Source: an optimization exercise on an open RTL-to-GDS flow (aim: small area). Production flows keep margins and buffers that such runs may drop. Where RTL was checked, it was by simulation tests only, not by an equivalence proof against the original. Power figures rest on the tool's default switching activity, not on a simulated workload.

before:
// ecc_codec
module ecc_codec (
  input  logic        clk,
  input  logic        rst_n,      
  input  logic        en,         
  input  logic [71:0] enc_d,      
  output logic [79:0] enc_q,      
  input  logic [79:0] dec_d,      
  output logic [71:0] dec_q,      
  output logic [7:0]  dec_syndrome,
  output logic        dec_sb_err,
  output logic        dec_db_err,
  output logic        dec_sb_fix
);
For scale: ~960 cells after synthesis, roughly 230 flip-flops, about 320 I/O pins, roughly 12000 um2 of cells after synthesis.
Settings: LEC_CHECK=0, CAP_MARGIN=20, CORE_MARGIN=2, CORE_UTILIZATION=40, CTS_CLUSTER_DIAMETER=80, CTS_CLUSTER_SIZE=20, SLEW_MARGIN=20; clock period 4.0 ns.
standard.sh (not shown) runs the stock make flow with config.mk's settings and CLKGATE_MAP_FILE= SYNTH_SCRIPT=/design/flow/synth_recipe.tcl, a recipe that flattens the netlist after the stock synthesis.
==> flow/flow/run.sh <==
#!/bin/bash
# The standard layout with two changes:
#  - synthesis maps the logic with an area-oriented ABC script (flow/area.abc) instead of
#    ORFS's speed script; the flip-flops are mapped before ABC runs, so they are the same
#    as the standard synthesis's;
#  - every input and output port gets the smallest buffer (buf_1).
set -euo pipefail
ABC_DONT_USE_EXTRA=""
W=$PWD
# synthesis script: synth_recipe.tcl with ABC's speed script replaced by flow/area.abc
{
  head -n 1 synth_recipe.tcl
  cat <<TCL
proc abc {args} {
  set i [lsearch -exact \$args -script]
  if {\$i >= 0 && [string match *abc_speed.script [lindex \$args [expr {\$i + 1}]]]} {
    lset args [expr {\$i + 1}] $W/flow/area.abc
    lappend args {*}$(for c in $ABC_DONT_USE_EXTRA; do printf -- '-dont_use %s ' "$c"; done)
  }
  yosys abc {*}\$args
}
TCL
  tail -n +2 synth_recipe.tcl
} > own_synth.tcl
sed "s#SYNTH_SCRIPT=[^ ]*synth_recipe.tcl#SYNTH_SCRIPT=$W/own_synth.tcl#" standard.sh > own_standard.sh
grep -q "SYNTH_SCRIPT=$W/own_synth.tcl" own_standard.sh
export BUFFER_PORTS_ARGS="-buffer_cell sky130_fd_sc_hd__buf_1"
bash own_standard.sh > own_flow.log 2>&1
==> flow/flow/area.abc <==
&get -n
&st
&synch2
&nf -R 1000
&put
Edits applied to the flow inputs when going from before to after:
==> flow/flow/run.sh <==
#!/bin/bash
# The standard layout, with the smallest buffer (buf_1) on every input and output port.
set -euo pipefail
export BUFFER_PORTS_ARGS="-buffer_cell sky130_fd_sc_hd__buf_1"
bash standard.sh > standard_flow.log 2>&1
removed: flow/flow/area.abc
--- outcome ---
Higher proportion of cell area occupied by registers was reported by before, not after. Cell type of the slowest stage on the worst timing path: xnor3_1 -> after, dfrtp_1 -> before. Run comparison: after uppermost layer routed met4; before uppermost layer routed met5. [compare] base=before new=after: routed wire length per instance shows an increase of about 6%, non-clock inverter count in the final layout shows a reduction of about 1.2%, power shows an increase of about 6%, final cell count shows no meaningful change. From before to after the numbers moved as follows: number of cell rows shows an increase of 1, diode insertion count for antenna repair picked up an extra 2, clock network fraction of total power shows a reduction of 1.2 points, core area went up by about 3%, routed length on met1 increased by about 12% relative to the old numbers. [diff] clock skew, after relative to before: regression.

* * *

Another version of the RTL of ecc_codec (not shown whole).
Size in the first run: roughly 230 flip-flops, ~0.011 mm^2 of cells after synthesis.
export LEC_CHECK = 0
export CAP_MARGIN = 20
export CORE_MARGIN = 2
export CORE_UTILIZATION = 40
export CTS_CLUSTER_DIAMETER = 80
export CTS_CLUSTER_SIZE = 20
export SLEW_MARGIN = 20
create_clock -name core_clock -period 4.0 [get_ports {clk}]
==> flow/flow/run.sh <==
#!/bin/bash
# The standard layout with these changes:
#  - synthesis maps each 2:1 mux (the registers' clock enables) to an a22o cell with a shared
#    inverted select (flow/mux_a22o.v), then maps the rest of the logic with an area-oriented
#    ABC script (flow/area.abc) instead of ORFS's speed script. The flip-flops are mapped
#    before ABC runs, so they are the standard synthesis's;
#  - every input and output port gets the smallest buffer (buf_1);
#  - clock tree synthesis takes its arguments from flow/cts_args when that file exists.
set -euo pipefail
W=$PWD
# synthesis script: synth_recipe.tcl with a wrapper around ABC's logic mapping
{
  head -n 1 synth_recipe.tcl
  cat <<TCL
proc abc {args} {
  set i [lsearch -exact \$args -script]
  if {\$i >= 0 && [string match *abc_speed.script [lindex \$args [expr {\$i + 1}]]]} {
    yosys techmap -map $W/flow/mux_a22o.v \$::env(DESIGN_NAME)
    yosys opt_merge
    lset args [expr {\$i + 1}] $W/flow/area.abc
  }
  yosys abc {*}\$args
}
TCL
  tail -n +2 synth_recipe.tcl
} > own_synth.tcl
sed "s#SYNTH_SCRIPT=[^ ]*synth_recipe.tcl#SYNTH_SCRIPT=$W/own_synth.tcl#" standard.sh > own_standard.sh
grep -q "SYNTH_SCRIPT=$W/own_synth.tcl" own_standard.sh
# clock tree synthesis arguments, if flow/cts_args gives them
if [[ -f flow/cts_args ]]; then
  export CTS_ARGS="$(cat flow/cts_args)"
fi
export BUFFER_PORTS_ARGS="-buffer_cell sky130_fd_sc_hd__buf_1"
bash own_standard.sh > own_flow.log 2>&1
==> flow/flow/area.abc <==
&get -n
&st
&synch2
&nf -R 1000
&put
==> flow/flow/cts_args <==
-sink_clustering_enable -repair_clock_nets -sink_clustering_size 16 -sink_clustering_max_diameter 50 -dont_use_dummy_load -buf_list {sky130_fd_sc_hd__clkbuf_8} -root_buf sky130_fd_sc_hd__clkbuf_16
==> flow/flow/mux_a22o.v <==
// Each 2:1 mux as an a22o cell with an inverted select; opt_merge shares the inverters.
module \$_MUX_ (input A, input B, input S, output Y);
  wire sn;
  \$_NOT_ inv (.A(S), .Y(sn));
  sky130_fd_sc_hd__a22o_1 _TECHMAP_REPLACE_ (.A1(S), .A2(B), .B1(sn), .B2(A), .X(Y));
endmodule
The first run finished with timing, DRC and antenna clean.
Next try:
==> flow/flow/cts_args (replaced) <==
-sink_clustering_enable -repair_clock_nets -sink_clustering_size 12 -sink_clustering_max_diameter 60 -dont_use_dummy_load -buf_list {sky130_fd_sc_hd__clkbuf_4 sky130_fd_sc_hd__clkbuf_8} -root_buf sky130_fd_sc_hd__clkbuf_16
Settings changed: CORE_UTILIZATION 40 to 55, CTS_CLUSTER_DIAMETER 80 to unset, CTS_CLUSTER_SIZE 20 to unset.
Combinational power rose by about 2%. Flip-flop and latch count is unchanged. Cell area decreases by 2.3%. Core utilization rises by 17 points. Non-clock buffer count falls by 2. Count of clock-buffer cells in the layout goes down by 11. Critical path depth is unchanged. Area after synthesis does not change. Setup slack is worse by 0.045 ns.

* * *

== oak ==
ecc_codec, a different RTL version from the one above (not shown whole).
Size: roughly 1,100 cells after synthesis, ~230 flip-flops, about 320 I/O pins, ~12,000 um2 of cells after synthesis.
Settings: LEC_CHECK=0, CAP_MARGIN=20, CORE_MARGIN=2, CORE_UTILIZATION=40, CTS_CLUSTER_DIAMETER=100, CTS_CLUSTER_SIZE=30, SLEW_MARGIN=20; clock period 4.0 ns.
==> flow/flow/run.sh <==
#!/bin/bash
# The standard layout, with the smallest buffer (buf_1) on every input and output port.
set -euo pipefail
export BUFFER_PORTS_ARGS="-buffer_cell sky130_fd_sc_hd__buf_1"
bash standard.sh > standard_flow.log 2>&1
Setup changes, oak to pine
Settings: removing CTS_CLUSTER_DIAMETER (formerly 100); removing CTS_CLUSTER_SIZE (formerly 30); setting CTS_BUF_LIST to sky130_fd_sc_hd__clkbuf_4 sky130_fd_sc_hd__clkbuf_8 for the first time.
==> comparison <==
When pine is measured against oak, its clock network area share turns out 2.5 points higher. Final critical-path setup slack was lower in pine than in oak. Looking at via count across oak and pine, the one that comes out higher is pine. Utilization after layout: pine vs oak up 1.6 points. pine went all the way through synthesis, placement and routing and the layout is clean on timing, DRC and antenna.
Edits applied to the flow inputs when going from pine to birch:
Settings: CTS_BUF_LIST removed (was sky130_fd_sc_hd__clkbuf_4 sky130_fd_sc_hd__clkbuf_8); ABC_AREA newly set to 1.
## What came out
Comparing pine and birch, fraction of area in multi-input gates is lower on pine.
Wire length of the first global-routing pass is higher on birch
simple AND/OR/NAND/NOR gates as the combinational family with the most area after synthesis was reported by birch, and XOR/XNOR gates by pine.
[birch] power share of the clock group rose 9.1 points relative to pine
[inputs] maple vs birch
Settings: a deleted ABC_AREA that had been 1.
==> run summary <==
maple went all the way through the flow, and no timing, DRC or antenna check failed. birch ended with every stage complete and zero timing, DRC or antenna violations. NOTE: clock skew in maple falls short of that of birch. maple vs birch on core utilization: maple is the higher one. Setup slack (higher): birch. Relative to birch, part of the cycle the worst path needs has gone up in maple. Diff birch -> maple: critical path arrival saw an increase, number of iterations in the first detailed-routing pass went down by 4.
Function was not checked in any run of this note: the RTL went through the layout flow alone.

* * *

ecc_codec again, from the RTL that the note above started with.
clock: 4.0 ns
lec_check: 0
cap_margin: 20
core_margin: 2
core_utilization: 40
cts_cluster_diameter: 60
cts_cluster_size: 25
slew_margin: 20
Scripts as last shown in full above: flow/flow/run.sh
Then changed:
CTS_CLUSTER_DIAMETER = 80   (was 60)
CTS_CLUSTER_SIZE = 20   (was 25)
Final cell count goes down by 1.0%.
Die area stays the same.
Synthesized cell count stays the same.
Clock skew hardly moves.
Utilization goes down by 1.4 points.
Area after synthesis is unchanged.
Via count goes down by 1.5%.
Cell area goes down by 2.8%.
Then changed:
==> flow/run.sh (new file) <==
#!/bin/bash
# synth_recipe.tcl (not shown) runs the flow's synth.tcl, then flattens the netlist and writes it again
# the make line also repeats each setting of config.mk as NAME=value (left out here)
make -C /OpenROAD-flow-scripts/flow DESIGN_CONFIG=/design/flow/config.mk WORK_HOME=/design/flow/orfs CLKGATE_MAP_FILE= SYNTH_SCRIPT=/design/flow/synth_recipe.tcl finish
CTS_CLUSTER_DIAMETER = not set   (was 80)
CTS_CLUSTER_SIZE = not set   (was 20)
removed: flow/flow/run.sh
removed: flow/standard.sh
What happened: The changed run completed with no timing, DRC or antenna violations. Non-clock buffer count increases by 1. Cell count increases by 1.2%. Die area does not change. Via count rose by 1.1%. Core utilization went up by 8.0 points. Global-route usage rises by 2.1 points. Cell area went up by 17%. Sequential power hardly moves.
No functional check of the RTL was part of any run of this note.

-- what the ideal ports hide --
Ports are ideal in the flow. The routed layouts listed here were re-timed in OpenROAD. Step 1 (the two cells are an assumption about what drives the block):
set clk [get_ports {clk}]
set_driving_cell -lib_cell sky130_fd_sc_hd__clkbuf_16 $clk
set_driving_cell -lib_cell sky130_fd_sc_hd__buf_2 [delete_from_list [all_inputs] $clk]
Step 2 adds t to the input delays and takes it off the output delays; t is the mean of the earliest and latest rising clock arrival at the registers after step 1. Input paths then give back, and output paths get back, about the clock's delay inside the block. a / b / c = ideal ports / drivers / drivers and shift; a / b = the first two.
| run | shift t [ns] | slack for setup (ns) | hold WS [ns] | worst register clock-pin slew, ns | cell pins on the clock port's net |
|---|---|---|---|---|---|
| before | 0.540 | 0.199 / 0.151 / 0.692 | 0.374 / 0.353 / 0.499 | 0.09 / 0.09 | 1 |
| after | 0.543 | 0.180 / 0.129 / 0.672 | 0.314 / 0.287 / 0.528 | 0.09 / 0.09 | 1 |
| the first run of note 2 | 0.506 | 0.286 / 0.240 / 0.746 | 0.400 / 0.377 / 0.462 | 0.09 / 0.09 | 1 |
| the second run of note 2 | 0.528 | 0.241 / 0.193 / 0.720 | 0.360 / 0.334 / 0.509 | 0.09 / 0.09 | 1 |
| oak | 0.528 | 0.134 / 0.087 / 0.615 | 0.424 / 0.401 / 0.523 | 0.12 / 0.12 | 1 |
| pine | 0.587 | 0.105 / 0.061 / 0.648 | 0.402 / 0.383 / 0.511 | 0.06 / 0.06 | 1 |
| birch | 0.603 | 0.385 / 0.335 / 0.938 | 0.373 / 0.347 / 0.484 | 0.07 / 0.07 | 1 |
| maple | 0.577 | 0.091 / 0.042 / 0.619 | 0.414 / 0.390 / 0.508 | 0.06 / 0.06 | 1 |
| the first run of note 4 | 0.579 | 0.112 / 0.065 / 0.644 | 0.388 / 0.367 / 0.502 | 0.08 / 0.08 | 1 |
| the second run of note 4 | 0.540 | 0.096 / 0.050 / 0.590 | 0.408 / 0.386 / 0.514 | 0.09 / 0.09 | 1 |
| the third run of note 4 | 0.587 | 0.187 / 0.137 / 0.724 | 0.264 / 0.267 / 0.520 | 0.06 / 0.06 | 1 |
After both steps setup and hold are still met in every run listed.
